Source: an optimization exercise on an open RTL-to-GDS flow (aim: small area, a short achievable clock period and few clock cycles per item). Production flows keep margins and buffers that such runs may drop.
The RTL was checked by simulation tests, not by an equivalence proof against the original design.
Power is estimated from default activity; no workload was simulated.

==> job 7085: inputs <==
==> flow/design.v <==
module viterbi_16bit (input [15:0] code_in, output [7:0] data_out);
  wire new_n25, new_n26, new_n27, new_n28, new_n29, new_n30, new_n31,
    new_n32, new_n33, new_n34, new_n35, new_n36, new_n37, new_n38, new_n39,
    new_n40, new_n41, new_n42, new_n43, new_n44, new_n45, new_n46, new_n47,
    new_n48, new_n49, new_n50, new_n51, new_n52, new_n53, new_n54, new_n55,
    new_n56, new_n57, new_n58, new_n59, new_n60, new_n61, new_n62, new_n63,
    new_n64, new_n65, new_n66, new_n67, new_n68, new_n69, new_n70, new_n71,
    new_n72, new_n73, new_n74, new_n75, new_n76, new_n77, new_n78, new_n79,
    new_n80, new_n81, new_n82, new_n83, new_n84, new_n85, new_n86, new_n87,
    new_n88, new_n89, new_n90, new_n91, new_n92, new_n93, new_n94, new_n95,
    new_n96, new_n97, new_n98, new_n99, new_n100, new_n101, new_n102,
    new_n103, new_n104, new_n105, new_n106, new_n107, new_n108, new_n109,
    new_n110, new_n111, new_n112, new_n113, new_n114, new_n115, new_n116,
    new_n117, new_n118, new_n119, new_n120, new_n121, new_n122, new_n123,
    new_n124, new_n125, new_n126, new_n127, new_n128, new_n129, new_n130,
    new_n131, new_n132, new_n133, new_n134, new_n135, new_n136, new_n137,
    new_n138, new_n139, new_n140, new_n141, new_n142, new_n143, new_n144,
    new_n145, new_n146, new_n147, new_n148, new_n149, new_n150, new_n151,
    new_n152, new_n153, new_n154, new_n155, new_n156, new_n157, new_n158,
    new_n159, new_n160, new_n161, new_n162, new_n163, new_n164, new_n165,
    new_n166, new_n167, new_n168, new_n169, new_n170, new_n171, new_n172,
    new_n173, new_n175, new_n176, new_n177, new_n178, new_n179, new_n180,
    new_n182, new_n183, new_n184, new_n185, new_n186, new_n187, new_n188,
    new_n189, new_n190, new_n191, new_n192, new_n193, new_n195, new_n196,
    new_n197, new_n198, new_n199, new_n200, new_n201, new_n202, new_n203,
    new_n204, new_n205, new_n206, new_n207, new_n208, new_n209, new_n210,
    new_n211, new_n212, new_n213, new_n214, new_n215, new_n216, new_n217,
    new_n218, new_n219, new_n220, new_n221, new_n223, new_n224, new_n225,
    new_n226, new_n227, new_n228, new_n229, new_n230, new_n231, new_n232,
    new_n233, new_n234, new_n235, new_n236, new_n237, new_n238, new_n239,
    new_n240, new_n242, new_n243, new_n244, new_n245, new_n246, new_n247,
    new_n248, new_n250, new_n251, new_n253, new_n254;
  assign new_n25 = ~code_in[0] & ~code_in[1];
  assign new_n26 = code_in[2] & new_n25;
  assign new_n27 = code_in[0] & code_in[1];
  assign new_n28 = ~code_in[2] & new_n27;
  assign new_n29 = ~new_n26 & ~new_n28;
  assign new_n30 = ~code_in[4] & ~code_in[5];
  assign new_n31 = code_in[4] & code_in[5];
  assign new_n32 = ~new_n30 & ~new_n31;
  assign new_n33 = ~new_n29 & new_n32;
  assign new_n34 = ~code_in[2] & ~code_in[4];
  assign new_n35 = code_in[2] & code_in[4];
  assign new_n36 = ~new_n34 & ~new_n35;
  assign new_n37 = ~code_in[10] & ~code_in[11];
  assign new_n38 = code_in[10] & code_in[11];
  assign new_n39 = ~new_n37 & ~new_n38;
  assign new_n40 = ~new_n25 & ~new_n27;
  assign new_n41 = new_n32 & ~new_n40;
  assign new_n42 = new_n29 & ~new_n41;
  assign new_n43 = ~new_n33 & ~new_n42;
  assign new_n44 = ~new_n40 & ~new_n43;
  assign new_n45 = code_in[3] & ~new_n32;
  assign new_n46 = ~code_in[3] & new_n32;
  assign new_n47 = ~new_n45 & ~new_n46;
  assign new_n48 = ~new_n44 & ~new_n47;
  assign new_n49 = ~code_in[2] & ~code_in[7];
  assign new_n50 = code_in[2] & code_in[7];
  assign new_n51 = ~new_n49 & ~new_n50;
  assign new_n52 = code_in[5] & ~new_n51;
  assign new_n53 = ~code_in[5] & new_n51;
  assign new_n54 = ~new_n52 & ~new_n53;
  assign new_n55 = ~code_in[3] & ~code_in[6];
  assign new_n56 = code_in[3] & code_in[6];
  assign new_n57 = ~new_n55 & ~new_n56;
  assign new_n58 = ~new_n54 & ~new_n57;
  assign new_n59 = new_n54 & new_n57;
  assign new_n60 = ~new_n58 & ~new_n59;
  assign new_n61 = new_n40 & ~new_n60;
  assign new_n62 = new_n48 & ~new_n61;
  assign new_n63 = ~code_in[6] & ~code_in[7];
  assign new_n64 = code_in[6] & code_in[7];
  assign new_n65 = ~new_n63 & ~new_n64;
  assign new_n66 = new_n36 & ~new_n65;
  assign new_n67 = ~new_n36 & new_n65;
  assign new_n68 = ~new_n66 & ~new_n67;
  assign new_n69 = ~new_n60 & new_n68;
  assign new_n70 = code_in[1] & ~new_n51;
  assign new_n71 = ~code_in[1] & new_n51;
  assign new_n72 = ~new_n70 & ~new_n71;
  assign new_n73 = new_n69 & new_n72;
  assign new_n74 = code_in[3] & ~code_in[7];
  assign new_n75 = ~code_in[3] & code_in[7];
  assign new_n76 = ~new_n74 & ~new_n75;
  assign new_n77 = ~new_n69 & new_n76;
  assign new_n78 = ~new_n73 & ~new_n77;
  assign new_n79 = ~code_in[8] & ~code_in[9];
  assign new_n80 = code_in[8] & code_in[9];
  assign new_n81 = ~new_n79 & ~new_n80;
  assign new_n82 = ~new_n78 & ~new_n81;
  assign new_n83 = new_n78 & new_n81;
  assign new_n84 = ~new_n82 & ~new_n83;
  assign new_n85 = new_n44 & new_n47;
  assign new_n86 = new_n84 & new_n85;
  assign new_n87 = ~new_n62 & ~new_n86;
  assign new_n88 = ~code_in[12] & ~code_in[13];
  assign new_n89 = code_in[12] & code_in[13];
  assign new_n90 = ~new_n88 & ~new_n89;
  assign new_n91 = code_in[11] & ~new_n90;
  assign new_n92 = ~code_in[11] & new_n90;
  assign new_n93 = ~new_n91 & ~new_n92;
  assign new_n94 = new_n43 & new_n60;
  assign new_n95 = ~new_n36 & new_n43;
  assign new_n96 = new_n36 & ~new_n43;
  assign new_n97 = ~new_n95 & ~new_n96;
  assign new_n98 = ~new_n62 & new_n97;
  assign new_n99 = new_n57 & new_n62;
  assign new_n100 = ~new_n98 & ~new_n99;
  assign new_n101 = code_in[9] & ~new_n62;
  assign new_n102 = ~code_in[8] & new_n62;
  assign new_n103 = ~new_n101 & ~new_n102;
  assign new_n104 = new_n100 & ~new_n103;
  assign new_n105 = ~new_n100 & new_n103;
  assign new_n106 = ~new_n104 & ~new_n105;
  assign new_n107 = ~new_n39 & ~new_n106;
  assign new_n108 = new_n39 & new_n106;
  assign new_n109 = ~new_n107 & ~new_n108;
  assign new_n110 = ~new_n43 & ~new_n68;
  assign new_n111 = ~new_n94 & ~new_n110;
  assign new_n112 = ~new_n48 & new_n111;
  assign new_n113 = ~new_n62 & ~new_n112;
  assign new_n114 = ~new_n84 & ~new_n113;
  assign new_n115 = ~new_n68 & ~new_n84;
  assign new_n116 = ~new_n85 & new_n115;
  assign new_n117 = ~new_n43 & new_n113;
  assign new_n118 = ~new_n116 & new_n117;
  assign new_n119 = ~new_n114 & ~new_n118;
  assign new_n120 = ~new_n109 & ~new_n119;
  assign new_n121 = ~new_n94 & ~new_n120;
  assign new_n122 = ~new_n78 & new_n121;
  assign new_n123 = ~new_n81 & ~new_n121;
  assign new_n124 = ~new_n122 & ~new_n123;
  assign new_n125 = new_n93 & ~new_n124;
  assign new_n126 = ~new_n93 & new_n124;
  assign new_n127 = ~new_n125 & ~new_n126;
  assign new_n128 = ~new_n87 & new_n127;
  assign new_n129 = new_n109 & ~new_n112;
  assign new_n130 = ~new_n119 & new_n129;
  assign new_n131 = ~new_n128 & new_n130;
  assign new_n132 = ~new_n60 & new_n109;
  assign new_n133 = new_n60 & new_n68;
  assign new_n134 = ~new_n115 & ~new_n133;
  assign new_n135 = ~new_n132 & new_n134;
  assign new_n136 = new_n119 & ~new_n135;
  assign new_n137 = ~code_in[14] & ~code_in[15];
  assign new_n138 = code_in[14] & code_in[15];
  assign new_n139 = ~new_n137 & ~new_n138;
  assign new_n140 = new_n39 & new_n119;
  assign new_n141 = new_n106 & ~new_n119;
  assign new_n142 = ~new_n140 & ~new_n141;
  assign new_n143 = code_in[13] & new_n142;
  assign new_n144 = ~code_in[13] & ~new_n142;
  assign new_n145 = ~new_n143 & ~new_n144;
  assign new_n146 = ~new_n139 & ~new_n145;
  assign new_n147 = new_n139 & new_n145;
  assign new_n148 = ~new_n146 & ~new_n147;
  assign new_n149 = new_n85 & new_n109;
  assign new_n150 = new_n148 & new_n149;
  assign new_n151 = new_n136 & ~new_n150;
  assign new_n152 = ~new_n131 & ~new_n151;
  assign new_n153 = new_n113 & new_n148;
  assign new_n154 = new_n152 & ~new_n153;
  assign new_n155 = code_in[15] & ~new_n90;
  assign new_n156 = ~code_in[15] & new_n90;
  assign new_n157 = ~new_n155 & ~new_n156;
  assign new_n158 = ~new_n154 & new_n157;
  assign new_n159 = ~new_n120 & ~new_n136;
  assign new_n160 = new_n127 & ~new_n159;
  assign new_n161 = ~new_n158 & new_n160;
  assign new_n162 = ~new_n131 & new_n145;
  assign new_n163 = ~new_n120 & ~new_n162;
  assign new_n164 = ~new_n148 & ~new_n163;
  assign new_n165 = ~new_n157 & ~new_n164;
  assign new_n166 = new_n127 & new_n133;
  assign new_n167 = ~new_n165 & ~new_n166;
  assign new_n168 = new_n146 & new_n152;
  assign new_n169 = ~new_n167 & new_n168;
  assign new_n170 = ~new_n161 & ~new_n169;
  assign new_n171 = new_n120 & ~new_n127;
  assign new_n172 = ~new_n139 & ~new_n171;
  assign new_n173 = ~new_n160 & new_n162;
  assign data_out[6] = ~new_n172 & ~new_n173;
  assign new_n175 = ~code_in[13] & ~data_out[6];
  assign new_n176 = code_in[13] & data_out[6];
  assign new_n177 = ~new_n175 & ~new_n176;
  assign new_n178 = new_n170 & new_n177;
  assign new_n179 = ~new_n130 & ~new_n142;
  assign new_n180 = ~new_n170 & new_n179;
  assign data_out[4] = new_n178 | new_n180;
  assign new_n182 = ~new_n39 & data_out[4];
  assign new_n183 = new_n39 & ~data_out[4];
  assign new_n184 = ~new_n182 & ~new_n183;
  assign new_n185 = new_n111 & ~new_n132;
  assign new_n186 = ~new_n81 & ~new_n185;
  assign new_n187 = ~new_n78 & ~new_n113;
  assign new_n188 = ~new_n186 & ~new_n187;
  assign new_n189 = ~new_n184 & new_n188;
  assign new_n190 = ~new_n93 & ~new_n170;
  assign new_n191 = new_n93 & new_n170;
  assign new_n192 = ~new_n190 & ~new_n191;
  assign new_n193 = new_n184 & new_n192;
  assign data_out[3] = new_n189 | new_n193;
  assign new_n195 = new_n65 & new_n85;
  assign new_n196 = new_n54 & new_n195;
  assign new_n197 = new_n81 & ~new_n196;
  assign new_n198 = ~new_n44 & ~new_n65;
  assign new_n199 = new_n54 & ~new_n198;
  assign new_n200 = ~new_n58 & ~new_n199;
  assign new_n201 = new_n100 & ~new_n200;
  assign new_n202 = ~new_n197 & new_n201;
  assign new_n203 = ~code_in[9] & data_out[4];
  assign new_n204 = code_in[9] & ~data_out[4];
  assign new_n205 = ~new_n203 & ~new_n204;
  assign new_n206 = new_n197 & ~new_n205;
  assign new_n207 = ~new_n202 & ~new_n206;
  assign new_n208 = data_out[3] & new_n207;
  assign new_n209 = new_n98 & new_n114;
  assign new_n210 = ~new_n54 & ~new_n62;
  assign new_n211 = ~new_n57 & ~new_n210;
  assign new_n212 = ~new_n54 & new_n195;
  assign new_n213 = ~new_n81 & ~new_n212;
  assign new_n214 = ~new_n54 & new_n198;
  assign new_n215 = ~new_n98 & ~new_n214;
  assign new_n216 = ~new_n213 & new_n215;
  assign new_n217 = ~new_n211 & new_n216;
  assign new_n218 = ~new_n205 & new_n213;
  assign new_n219 = ~new_n217 & ~new_n218;
  assign new_n220 = ~data_out[3] & new_n219;
  assign new_n221 = ~new_n209 & ~new_n220;
  assign data_out[2] = ~new_n208 & new_n221;
  assign new_n223 = ~new_n36 & ~data_out[2];
  assign new_n224 = new_n36 & data_out[2];
  assign new_n225 = ~new_n223 & ~new_n224;
  assign new_n226 = ~code_in[7] & data_out[3];
  assign new_n227 = code_in[7] & ~data_out[3];
  assign new_n228 = ~new_n226 & ~new_n227;
  assign new_n229 = new_n68 & ~new_n228;
  assign new_n230 = ~new_n225 & ~new_n229;
  assign new_n231 = ~new_n68 & new_n228;
  assign new_n232 = ~code_in[3] & new_n68;
  assign new_n233 = ~new_n231 & ~new_n232;
  assign new_n234 = ~new_n230 & new_n233;
  assign new_n235 = new_n228 & new_n232;
  assign new_n236 = ~new_n32 & ~new_n60;
  assign new_n237 = new_n29 & ~new_n61;
  assign new_n238 = ~new_n236 & ~new_n237;
  assign new_n239 = ~new_n235 & new_n238;
  assign new_n240 = ~new_n225 & new_n239;
  assign data_out[1] = new_n234 | new_n240;
  assign new_n242 = ~new_n225 & ~data_out[1];
  assign new_n243 = new_n32 & new_n225;
  assign new_n244 = ~new_n44 & ~new_n243;
  assign new_n245 = ~new_n242 & new_n244;
  assign new_n246 = ~new_n33 & ~new_n245;
  assign new_n247 = code_in[2] & ~new_n246;
  assign new_n248 = ~code_in[2] & new_n246;
  assign data_out[0] = ~new_n247 & ~new_n248;
  assign new_n250 = ~new_n90 & ~new_n170;
  assign new_n251 = new_n90 & new_n170;
  assign data_out[5] = new_n250 | new_n251;
  assign new_n253 = new_n157 & ~new_n170;
  assign new_n254 = new_n165 & new_n170;
  assign data_out[7] = new_n253 | new_n254;
endmodule
module viterbi_decoder(
    input clk, reset, start,
    input [383:0] code_in,
    output reg [191:0] data_out,
    output reg done
);
    wire [191:0] dec;
    genvar i;
    generate
        for (i = 0; i < 24; i = i + 1) begin : decoder
            viterbi_16bit decoder (
                .code_in(code_in[16*i +: 16]),
                .data_out(dec[8*i +: 8])
            );
        end
    endgenerate
    always @(posedge clk or negedge reset)
        if (!reset) done <= 1'b0;
        else        done <= start;
    always @(posedge clk)
        data_out <= dec;
endmodule
==> flow/run.sh <==
#!/bin/bash
# synth_recipe.tcl (not shown) runs the flow's synth.tcl, then flattens the netlist and writes it again
# the make line also repeats each setting of config.mk as NAME=value (left out here)
make -C /OpenROAD-flow-scripts/flow DESIGN_CONFIG=/design/flow/config.mk WORK_HOME=/design/flow/orfs CLKGATE_MAP_FILE= SYNTH_SCRIPT=/design/flow/synth_recipe.tcl finish
==> flow/config.mk <==
export PLATFORM = sky130hd
export DESIGN_NAME = viterbi_decoder
export DESIGN_NICKNAME = viterbi_decoder
export VERILOG_FILES = /design/flow/design.v
export SDC_FILE = /design/flow/constraint.sdc
export NUM_CORES = 4
export LEC_CHECK = 0
export ABC_AREA = 1
export CAP_MARGIN = 20
export CORE_MARGIN = 2
export CORE_UTILIZATION = 60
export SLEW_MARGIN = 20
==> flow/constraint.sdc <==
create_clock -name core_clock -period 10.0 [get_ports {clk}]
set_input_delay 2.0000 -clock core_clock [delete_from_list [all_inputs] [get_ports {clk}]]
set_output_delay 2.0000 -clock core_clock [all_outputs]
set_load 0.01 [all_outputs]
==> job 9828 (differences from job 7085) <==
- ABC_AREA: 1 -> default
==> job 4096 (differences from job 7085) <==
==> flow/flow/run.sh (new file) <==
#!/bin/bash
# The standard layout (the standard.sh, unchanged synthesis), with the port
# buffers that buffer_ports inserts on every input and output made the
# minimum-size buffer instead of the delay buffer it picks by default.
set -uo pipefail
export BUFFER_PORTS_ARGS="-buffer_cell sky130_fd_sc_hd__buf_1"
bash standard.sh finish > standard_flow.log 2>&1
rc=$?
tail -n 40 standard_flow.log
exit $rc
==> flow/standard.sh (new file) <==
#!/bin/bash
# synth_recipe.tcl (not shown) runs the flow's synth.tcl, then flattens the netlist and writes it again
# the make line also repeats each setting of config.mk as NAME=value (left out here)
make -C /OpenROAD-flow-scripts/flow DESIGN_CONFIG=/design/flow/config.mk WORK_HOME=/design/flow/orfs CLKGATE_MAP_FILE= SYNTH_SCRIPT=/design/flow/synth_recipe.tcl "${@:-finish}"
removed: flow/run.sh
==> comparison <==
- Clock power, lowest first: job 4096, job 7085, job 9828.
- Between job 7085 and job 4096, the lower routed wire length is in job 4096 (gap 3.3%, measured against job 4096).
- Between job 4096 and job 9828, the lower via count is in job 4096 (gap 27%, measured against job 9828).
- In sequential power, job 4096 and job 7085 hardly differ.
- Die area: job 7085 is smaller than job 9828 (about 28%).
- The highest first-iteration DRC count belongs to job 9828, the lowest to job 4096.
==> figures <==
| quantity | job 4096 | job 9828 | job 7085 |
|---|---|---|---|
| Multiplexer share of the synthesized area | 0% | 6.89% | 0% |
| Placed insts | 7198 | 7857 | 7198 |
| Headroom to the max-slew limit | 62.1% | 28.4% | 51.5% |
| Filler Cell Count | 5558 | 6492 | 4927 |
| Routed length per placed instance | 13.7 um | 18.6 um | 14.2 um |
| Mapped Area | 32700 um^2 | 45300 um^2 | 32700 um^2 |
| Crit path from | code_in[97] | code_in[71] | code_in[97] |
| Multi-input gate area in the final layout | 24600 um^2 | 39300 um^2 | 24600 um^2 |
| Worst-margin pin slew | 0.564 ns | 1.06 ns | 0.725 ns |
| Result of the run | complete, no violations | complete, no violations | complete, no violations |
| Die Height | 237 um | 279 um | 237 um |
| Number of non-filler instances in the completed layout | 7251 | 7921 | 7251 |
| Nonclk buf count | 579 | 676 | 579 |
| RePlAce Congestion | 1.04 | 1.00 | 1.03 |
Testbench counts of job 7085, summed over its fixed seeds: cycles 384, items 384.
Testbench counts of job 9828, summed over its fixed seeds: cycles 384, items 384.
Testbench counts of job 4096, summed over its fixed seeds: cycles 384, items 384.

## port drivers added, routing unchanged
The results above use ideal ports. As a check the final layouts listed here were re-extracted and re-timed, cells and wires unchanged.
Step 1 sets driving cells, clkbuf_16 on the clock port and buf_2 on the other inputs (assumed; they add their load-dependent delay and slew).
Step 2 adds t to the input delays and takes it off the output delays; t is the mean of the earliest and latest rising clock arrival at the registers after step 1. Input paths then give back, and output paths get back, about the clock's delay inside the block.
Three values: ideal, step 1, step 2; two values: the first two.
run | t, ns | slack for setup (ns) | worst setup path at the end | worst slew at a driven data input, ns | cell pins on the clock port's net
job 7085 | 0.582 | 3.345 / 3.379 / 2.797 | input to register | 0.15 | 1
job 9828 | 0.593 | 1.229 / 1.208 / 0.615 | input to register | 0.17 | 1
job 4096 | 0.587 | 3.722 / 3.738 / 3.150 | input to register | 0.14 | 1
After both steps setup and hold are still met in every run listed. For job 9828, which loses most, drivers alone change the setup slack by -0.021 ns; drivers and shift together by -0.614 ns.
